Context: an optimization exercise on an open-source flow, tuned for small area. The choices shown serve that exercise and are no tape-out recipe.
Function was checked by simulation only, so behaviour that the tests miss may differ from the original.
The flow treats the clock pin as an ideal source, which a real chip does not have.

## flow/design.v (module list and top-level ports; edited modules follow where they fit)
// module fa: 4 lines
// module ha: 4 lines
// module mj: 3 lines
// module neural_pipeline_top: 1448 lines
module neural_pipeline_top (
    input wire clk,
    input wire rst,
    input wire signed [15:0] raw_in,
    output wire signed [15:0] vel_out
);
  // ...
==> flow/flow/run.sh <==
#!/bin/bash
# The standard layout (standard.sh, with the standard synthesis unchanged)
# plus three changes:
#  1. after the standard synthesis, the combinational logic other than the
#     full-adder and tie cells is re-mapped by ABC with an area script
#     (flow/reabc.abc); flip-flops and their names are left as they are;
#  2. port buffers use the smallest buffer cell (buf_1);
#  3. clock tree synthesis uses clkbuf_8 and no dummy loads; afterwards
#     clock buffers are downsized to clkbuf_4 where the clock-pin slew
#     allows it (flow/cts_trim.tcl).
# Each tool's output goes to a log file of its own in this folder.
set -euo pipefail
export BUFFER_PORTS_ARGS="-buffer_cell sky130_fd_sc_hd__buf_1"
export CTS_ARGS="-sink_clustering_enable -repair_clock_nets -dont_use_dummy_load -buf_list sky130_fd_sc_hd__clkbuf_8"

R=orfs/results/${FLOW_PLATFORM}/neural_pipeline_top/base
LIB=${FLOW_HOME}/platforms/${FLOW_PLATFORM}/lib/sky130_fd_sc_hd__tt_025C_1v80.lib
YOSYS=${FLOW_HOME}/../tools/install/yosys/bin/yosys
[ -x "$YOSYS" ] || YOSYS=yosys

bash standard.sh synth > standard_synth.log 2>&1
cp $R/1_2_yosys.v 1_2_yosys_standard.v

DU=""
for c in probe_p_8 probec_p_8 lpflow_bleeder_1 lpflow_clkbufkapwr_1 lpflow_clkbufkapwr_16 \
  lpflow_clkbufkapwr_2 lpflow_clkbufkapwr_4 lpflow_clkbufkapwr_8 lpflow_clkinvkapwr_1 \
  lpflow_clkinvkapwr_16 lpflow_clkinvkapwr_2 lpflow_clkinvkapwr_4 lpflow_clkinvkapwr_8 \
  lpflow_decapkapwr_12 lpflow_decapkapwr_3 lpflow_decapkapwr_4 lpflow_decapkapwr_6 \
  lpflow_decapkapwr_8 lpflow_inputiso0n_1 lpflow_inputiso0p_1 lpflow_inputiso1n_1 \
  lpflow_inputiso1p_1 lpflow_inputisolatch_1 lpflow_isobufsrc_1 lpflow_isobufsrc_16 \
  lpflow_isobufsrc_2 lpflow_isobufsrc_4 lpflow_isobufsrc_8 lpflow_isobufsrckapwr_16 \
  lpflow_lsbuf_lh_hl_isowell_tap_1 lpflow_lsbuf_lh_hl_isowell_tap_2 \
  lpflow_lsbuf_lh_hl_isowell_tap_4 lpflow_lsbuf_lh_isowell_4 lpflow_lsbuf_lh_isowell_tap_1 \
  lpflow_lsbuf_lh_isowell_tap_2 lpflow_lsbuf_lh_isowell_tap_4; do
  DU="$DU -dont_use sky130_fd_sc_hd__$c"
done

cat > reabc.ys <<EOT
read_liberty -ignore_miss_func $LIB
setattr -mod -set keep_hierarchy 1 sky130_fd_sc_hd__fa_1 sky130_fd_sc_hd__conb_1 sky130_fd_sc_hd__dfxtp_1
read_verilog 1_2_yosys_standard.v
hierarchy -top ${FLOW_TOP}
flatten
opt -purge
abc -liberty $LIB $DU -script flow/reabc.abc
opt_clean -purge

splitnets
opt_clean -purge
tee -o reabc_stat.txt stat -liberty $LIB
select ${FLOW_TOP}
write_verilog -noattr -nohex -nodec -selected $R/1_2_yosys.v
EOT
$YOSYS -s reabc.ys > reabc.log 2>&1

bash standard.sh cts > standard_to_cts.log 2>&1
OPENROAD=${FLOW_HOME}/../tools/install/OpenROAD/bin/openroad
[ -x "$OPENROAD" ] || OPENROAD=openroad
export R LIB
$OPENROAD -no_init -exit flow/cts_trim.tcl > cts_trim.log 2>&1

bash standard.sh > standard.log 2>&1
==> flow/flow/cts_trim.tcl <==
read_liberty $::env(LIB)
read_db $::env(R)/4_cts.odb
read_sdc $::env(R)/4_cts.sdc
source $::env(FLOW_HOME)/platforms/$::env(FLOW_PLATFORM)/setRC.tcl
set_propagated_clock [all_clocks]
estimate_parasitics -placement
proc maxslew {} {
  set ms 0
  foreach p [get_pins -of_objects [get_cells -filter "ref_name =~ *df*"] -filter "name == CLK"] {
    set s [get_property $p slew_max]
    if {$s > $ms} { set ms $s }
  }
  return $ms
}
puts "max clock-pin slew before: [maxslew]"
set small [[ord::get_db] findMaster sky130_fd_sc_hd__clkbuf_4]
foreach inst [[ord::get_db_block] getInsts] {
  set m [$inst getMaster]
  if {[$m getName] != "sky130_fd_sc_hd__clkbuf_8"} continue
  $inst swapMaster $small
  estimate_parasitics -placement
  set s [maxslew]
  if {$s > 0.110} {
    $inst swapMaster $m
    estimate_parasitics -placement
    puts "kept [$inst getName] ($s)"
  } else {
    puts "downsized [$inst getName] ($s)"
  }
}
puts "max clock-pin slew after: [maxslew]"
write_db $::env(R)/4_cts.odb
==> flow/flow/reabc.abc <==
strash
dch -f
amap
strash
dch -f
amap
topo
==> flow/standard.sh <==
#!/bin/bash
# synth_recipe.tcl (not shown) runs the flow's synth.tcl, then flattens the netlist and writes it again
# the make line also repeats each setting of config.mk as NAME=value (left out here)
make -C /OpenROAD-flow-scripts/flow DESIGN_CONFIG=/design/flow/config.mk WORK_HOME=/design/flow/orfs CLKGATE_MAP_FILE= SYNTH_SCRIPT=/design/flow/synth_recipe.tcl "${@:-finish}"
==> flow/config.mk <==
export PLATFORM = sky130hd
export DESIGN_NAME = neural_pipeline_top
export DESIGN_NICKNAME = neural_pipeline_top
export VERILOG_FILES = /design/flow/design.v
export SDC_FILE = /design/flow/constraint.sdc
export NUM_CORES = 4
export LEC_CHECK = 0
export CAP_MARGIN = 20
export CORE_MARGIN = 2
export CORE_UTILIZATION = 70
export PLACE_DENSITY = 0.8
export SLEW_MARGIN = 20
export SYNTH_HIERARCHICAL = 1
==> flow/constraint.sdc <==
create_clock -name core_clock -period 25.0 [get_ports {clk}]
set_input_delay 5.0000 -clock core_clock [delete_from_list [all_inputs] [get_ports {clk}]]
set_output_delay 5.0000 -clock core_clock [all_outputs]
set_load 0.01 [all_outputs]
==> summary.txt, run 1 <==
TritonCTS Buffers 17; width of the die 129 µm; fin. max-slew vios 0; Die ar. 16600 µm²; wire length per cell 18.9 µm; CP Class primary input to flip-flop; Placed Cells 1156; Clock Sinks 148; min cycle time layout 21050 ps; register area 2960 µm²; status no timing/DRC/antenna violations; grt met2 use 54.0%; H-tree depth 4; hold_ws 427 ps; gr usage total 30.3%; Non-Filler Instances 1174; Post-DRT Antenna Nets 0; critical path's largest stage delay 770 ps; Ys Warns 7; Largest Register acc; Worst Max-Slew Pin Slew 983 ps; Syn-to-layout area delta 5.16%; max cap viols 0; Post-Syn Nets 1222; number of diodes 1; TNS Setup 0 ps; layout cell share with drive strength beyond 1 2.23%; die height 129 µm; Seq/total area 25.9%; final core utilization 75.4%; number of hold violations in the final report 0; FF+latch count 148; worst setup path startpoint raw_in[0]; fin area 11500 µm²; TritonCTS clock tree yes; Mapped Avg Cell Area 11.7 µm²
==> run 2: changes to the inputs <==
--- a/flow/design.v
+++ b/flow/design.v
@@ -16,16 +16,18 @@
 `timescale 1ns / 1ps
 module neural_pipeline_top (
     input wire clk,
     input wire rst,
     input wire signed [15:0] raw_in,
     output wire signed [15:0] vel_out
 );
     genvar i;
+    reg [14:0] S;       
+    reg [14:0] v;       
     reg [15:0] x1, x2, y1, y2;
     wire f1;
     wire f2;
     wire f3;
     wire f4;
     wire f5;
     wire f6;
     wire f7;
@@ -1256,17 +1258,16 @@
     wire m24;
     wire m25;
     wire m26;
     wire m27;
     wire m28;
     wire m29;
     wire m30;
     wire m31;
-    wire m32;
     assign m1 = y1[0];
     assign m2 = y1[1] | m1;
     assign m3 = y1[2] | m2;
     assign m4 = y1[3] | m3;
     assign m5 = y1[4] & m4;
     assign m6 = y1[5] | m5;
     assign m7 = y1[6] & m6;
     assign m8 = y1[7] & m7;
@@ -1288,19 +1289,18 @@
     assign m24 = S[7] | m23;
     assign m25 = S[8] | m24;
     assign m26 = S[9] | m25;
     assign m27 = S[10] | m26;
     assign m28 = S[11] | m27;
     assign m29 = S[12] & m28;
     assign m30 = S[13] | m29;
     assign m31 = S[14] & m30;
-    assign m32 = S[15] | m31;
     wire above = m16;
-    wire over = m32;
+    wire over = m31;
     wire mz = ~|m[14:0];
     wire below = m[15] ? (~mz & ~(y1[15] ^ c16)) : (y1[15] & ~c16);
     reg [4:0] timer;
     wire idle = (timer == 5'd0);
     wire spike = (timer == 5'd20);
     wire [5:0] tbw;                    
     assign tbw[0] = 1'b1;
     generate for (i = 0; i < 5; i = i + 1) begin : g_dec
@@ -1336,26 +1336,24 @@
                 w <= w_nx;
         end
     end
     wire sp = done & spike;
     wire pwin = (u[10:4] == 7'd0);                
     wire mult = pwin & (u[3] | u[2]);             
     wire kbit = ~u[1] | (u[3] & u[2]);            
     reg pending;
-    reg [15:0] S;
-    reg [14:0] v;
-    wire add = ~pwin & ~u_last & ~S[15] & (sp | pending);
+    wire add = ~pwin & ~u_last & ~over & (sp | pending);
     always @(posedge clk) begin
         if (rst)
             pending <= 1'b0;
         else
             pending <= pwin & (pending | sp);
     end
-    wire [15:0] bop = mult ? (kbit ? {1'b0, v} : 16'd0) : (add ? 16'd819 : 16'd0);
+    wire [14:0] bop = mult ? (kbit ? v : 15'd0) : (add ? 15'd819 : 15'd0);
     wire s1;
     wire s2;
     wire s3;
     wire s4;
     wire s5;
     wire s6;
     wire s7;
     wire s8;
@@ -1392,73 +1390,70 @@
     wire s39;
     wire s40;
     wire s41;
     wire s42;
     wire s43;
     wire s44;
     wire s45;
     wire s46;
-    wire s47;
-    wire s48;
     ha s1_ha (.a(S[0]), .b(bop[0]), .s(s1), .co(s2));
     fa s3_fa (.a(S[1]), .b(bop[1]), .c(s2), .s(s3), .co(s4));
     fa s5_fa (.a(S[2]), .b(bop[2]), .c(s4), .s(s5), .co(s6));
     fa s7_fa (.a(S[3]), .b(bop[3]), .c(s6), .s(s7), .co(s8));
     fa s9_fa (.a(S[4]), .b(bop[4]), .c(s8), .s(s9), .co(s10));
     fa s11_fa (.a(S[5]), .b(bop[5]), .c(s10), .s(s11), .co(s12));
     fa s13_fa (.a(S[6]), .b(bop[6]), .c(s12), .s(s13), .co(s14));
     fa s15_fa (.a(S[7]), .b(bop[7]), .c(s14), .s(s15), .co(s16));
     fa s17_fa (.a(S[8]), .b(bop[8]), .c(s16), .s(s17), .co(s18));
     fa s19_fa (.a(S[9]), .b(bop[9]), .c(s18), .s(s19), .co(s20));
     fa s21_fa (.a(S[10]), .b(bop[10]), .c(s20), .s(s21), .co(s22));
     fa s23_fa (.a(S[11]), .b(bop[11]), .c(s22), .s(s23), .co(s24));
     fa s25_fa (.a(S[12]), .b(bop[12]), .c(s24), .s(s25), .co(s26));
     fa s27_fa (.a(S[13]), .b(bop[13]), .c(s26), .s(s27), .co(s28));
     fa s29_fa (.a(S[14]), .b(bop[14]), .c(s28), .s(s29), .co(s30));
-    assign s31 = S[15] ^ bop[15] ^ s30;
-    assign s33 = s1;
-    assign s34 = s3;
-    assign s35 = s5;
-    assign s36 = s7;
-    assign s37 = s9;
-    assign s38 = s11;
-    assign s39 = s13;
-    assign s40 = s15;
-    assign s41 = s17;
-    assign s42 = s19;
-    assign s43 = s21;
-    assign s44 = s23;
-    assign s45 = s25;
-    assign s46 = s27;
-    assign s47 = s29;
-    assign s48 = s31;
+    assign s31 = s1;
+    assign s32 = s3;
+    assign s33 = s5;
+    assign s34 = s7;
+    assign s35 = s9;
+    assign s36 = s11;
+    assign s37 = s13;
+    assign s38 = s15;
+    assign s39 = s17;
+    assign s40 = s19;
+    assign s41 = s21;
+    assign s42 = s23;
+    assign s43 = s25;
+    assign s44 = s27;
+    assign s45 = s29;
+    assign s46 = s30;
     wire [15:0] ssum;
-    assign ssum[0] = s33;
-    assign ssum[1] = s34;
-    assign ssum[2] = s35;
-    assign ssum[3] = s36;
-    assign ssum[4] = s37;
-    assign ssum[5] = s38;
-    assign ssum[6] = s39;
-    assign ssum[7] = s40;
-    assign ssum[8] = s41;
-    assign ssum[9] = s42;
-    assign ssum[10] = s43;
-    assign ssum[11] = s44;
-    assign ssum[12] = s45;
-    assign ssum[13] = s46;
-    assign ssum[14] = s47;
-    assign ssum[15] = s48;
+    assign ssum[0] = s31;
+    assign ssum[1] = s32;
+    assign ssum[2] = s33;
+    assign ssum[3] = s34;
+    assign ssum[4] = s35;
+    assign ssum[5] = s36;
+    assign ssum[6] = s37;
+    assign ssum[7] = s38;
+    assign ssum[8] = s39;
+    assign ssum[9] = s40;
+    assign ssum[10] = s41;
+    assign ssum[11] = s42;
+    assign ssum[12] = s43;
+    assign ssum[13] = s44;
+    assign ssum[14] = s45;
+    assign ssum[15] = s46;
     always @(posedge clk) begin
         if (rst || upd)
             S <= 0;
         else if (mult)
-            S <= {1'b0, ssum[15:1]};
+            S <= ssum[15:1];
         else
-            S <= ssum;
+            S <= ssum[14:0];
         if (rst)
             v <= 0;
         else if (upd)
             v <= over ? 15'd20480 : S[14:0];
     end
     assign vel_out = {1'b0, v};
 endmodule
==> flow/flow/reabc.abc (replaced) <==
strash
dch -f
amap
strash
dch -f
amap
strash
dch -f
amap
topo
==> run 2 against run 1 <==
Sequential cell count shrank 1. Non-clock buffer count up 3. Global-route usage increased by 0.59 points. Clock-buffer cell count did not move. Die area down 0.26%. Highest routed layer unchanged.
==> summary.txt, run 2 <==
Mapped Avg Cell Area 11.5 µm² (-1.2%); Nets 1288; Largest Register acc; via/cell ratio 5.80; Post-Syn Nets 1231 (+0.74%); Hold Crit Class flip-flop to flip-flop; number of hold violations in the final report 0 (unchanged); post-CTS setup buffers 0; Worst Setup End Kind flip-flop; die height 129 µm (-0.13%); min cycle time layout 21110 ps (+53.6 ps); width of the die 129 µm (-0.13%); max cap viols 0 (unchanged); gr usage total 30.9% (+0.59 points); most used cell, CP fa_1; Worst Max-Slew Pin Slew 1060 ps (+72.5 ps); post-DP HPWL 18200 µm; fin. max-slew vios 0 (unchanged); max FFs per register 29; Post-DRT Antenna Nets 0 (unchanged); RSZ-0062 raised after global routing false; Arrival @ worst endpoint 21590 ps; crit path max fanout 15; Ys Warns 7 (unchanged); Max Root-Sink Buffers 2; post-synth design cell area 10900 µm²; drt pass-1 iters 8; CP startpoint kind primary input; TNS Setup 0 ps (unchanged); CP max stage cell o21ai_0; Worst-path clk slew 80 ps; Critical Path RT 25490 ps; critical path's largest stage delay 820 ps (+50 ps); num ports 34; final setup vio count 0; Syn-to-layout area delta 5.34%; largest net degree at the start of global routing 91; Routed WL 22200 µm; post-cts resize count 0; CP Class primary input to flip-flop; H-tree depth 4 (unchanged); DRC Markers 0; Initial Util 71.5%; via count 6887; core footprint 15200 µm²; relative slew slack 28.9%; Die ar. 16500 µm² (-0.26%); TritonCTS Buffers 17 (unchanged); most common cell after layout, fill and taps aside fa_1; layout cell share with drive strength beyond 1 2.41% (+0.17 points); status no timing/DRC/antenna violations; first-pass GRT wire length 38100 µm; wire length per cell 18.7 µm (-0.73%); total congestion overflow 0; Clock Sinks 147 (-0.68%); setup ws final 3890 ps; vias in the first global route 7549; # rows 45; IO Port Bufs 32; final setup skew 30.2 ps; Hold Buf Count CTS 0; synthesized instance count 942; commonest cells after routing, fill and taps aside 271 x fa_1, 153 x clkinv_1, 147 x dfxtp_1; post-placement setup slack 3350 ps; Achievable Freq 47.4 MHz; TritonCTS clock tree yes; final cycle utilization of the critical path 84.4%; Clock Tree Root clkbuf_8; GPL Wtd Cong 0.925; starting DRC count in detailed routing 460; initial antenna violation count 1; clock latency on the worst-skew pair 580 ps
-- run 2: cell type report --
type	count	area, µm²
clock buffer	17	171
tap	188	235
inverter	153	574
fill	970	3750
timing repair buffer	38	169
multi-input combinational	642	7350
antenna	2	5.00
sequential	147	2940
-- run 2: per-stage QoR --
| stage | area (µm²) | util [%] | std cells | hold WS, ps |
|---|---|---|---|---|
| 2_1_floorplan | 10900 | - | 942 | 383 |
| 3_3_place_gp | 11300 | 74.1 | 1168 | 396 |
| 3_5_place_dp | 11300 | 74.1 | 1168 | 408 |
| 4_1_cts | 11500 | 75.7 | 1185 | 428 |
| 5_1_grt | 11400 | 75.3 | 1187 | 442 |
| 6_report | 11400 | 75.3 | 1187 | 424 |
-- run 2: metal layers --
| layer | wire length, µm | GRT usage (%) |
|---|---|---|
| met1 | 8520 | 39.7 |
| met2 | 11900 | 53.3 |
| met3 | 1010 | 5.24 |
| met4 | 840 | 12.2 |
| met5 | 0 | 0 |
-- run 2: critical path: cells and delay by family --
family                   cells  cell delay, ps
AND/OR/NAND/NOR              4             990
AO/OA/AOI/OAI                3            1140
buffers and inverters        8             610
adder cells (fa/ha/maj)     31           13860
-- run 2: path summary, 6_finish.rpt --
check / start / end / slack, ps / depth (start not counted)
worst max-delay path: raw_in[0] / y1[5] / 3890 / 46
worst min-delay path: u[0] / u[0] / 420 / 1
worst max register to register: y2[0] / y1[5] / 6130 / 48
worst min register to register: u[0] / u[0] / 420 / 1

what the ideal ports hide:
In the flow no input, the clock included, has a driving cell. The finished layouts below were timed again as built, in two steps. Step 1 (the two cells are an assumption about what drives the block):
set clk [get_ports {clk}]
set_driving_cell -lib_cell sky130_fd_sc_hd__clkbuf_16 $clk
set_driving_cell -lib_cell sky130_fd_sc_hd__buf_2 [delete_from_list [all_inputs] $clk]
Step 2 moves the port delays by t, midway between the first and last clock arrival at a register: inputs arrive t later, outputs are due t later. That takes back most of the time a late clock gives input paths. Three values: ideal, step 1, step 2; two values: the first two.
run | shift t [ns] | slack for setup (ns) | worst setup path after step 2 | pins driven straight from the clock port
run 1 | 0.585 | 3.946 / 3.960 / 3.375 | input to register | 1
run 2 | 0.605 | 3.893 / 3.908 / 3.302 | input to register | 1
After both steps every run listed still meets setup and hold. The setup slack of run 2, which loses most, moves by +0.015 ns with the drivers and by -0.591 ns with both steps.
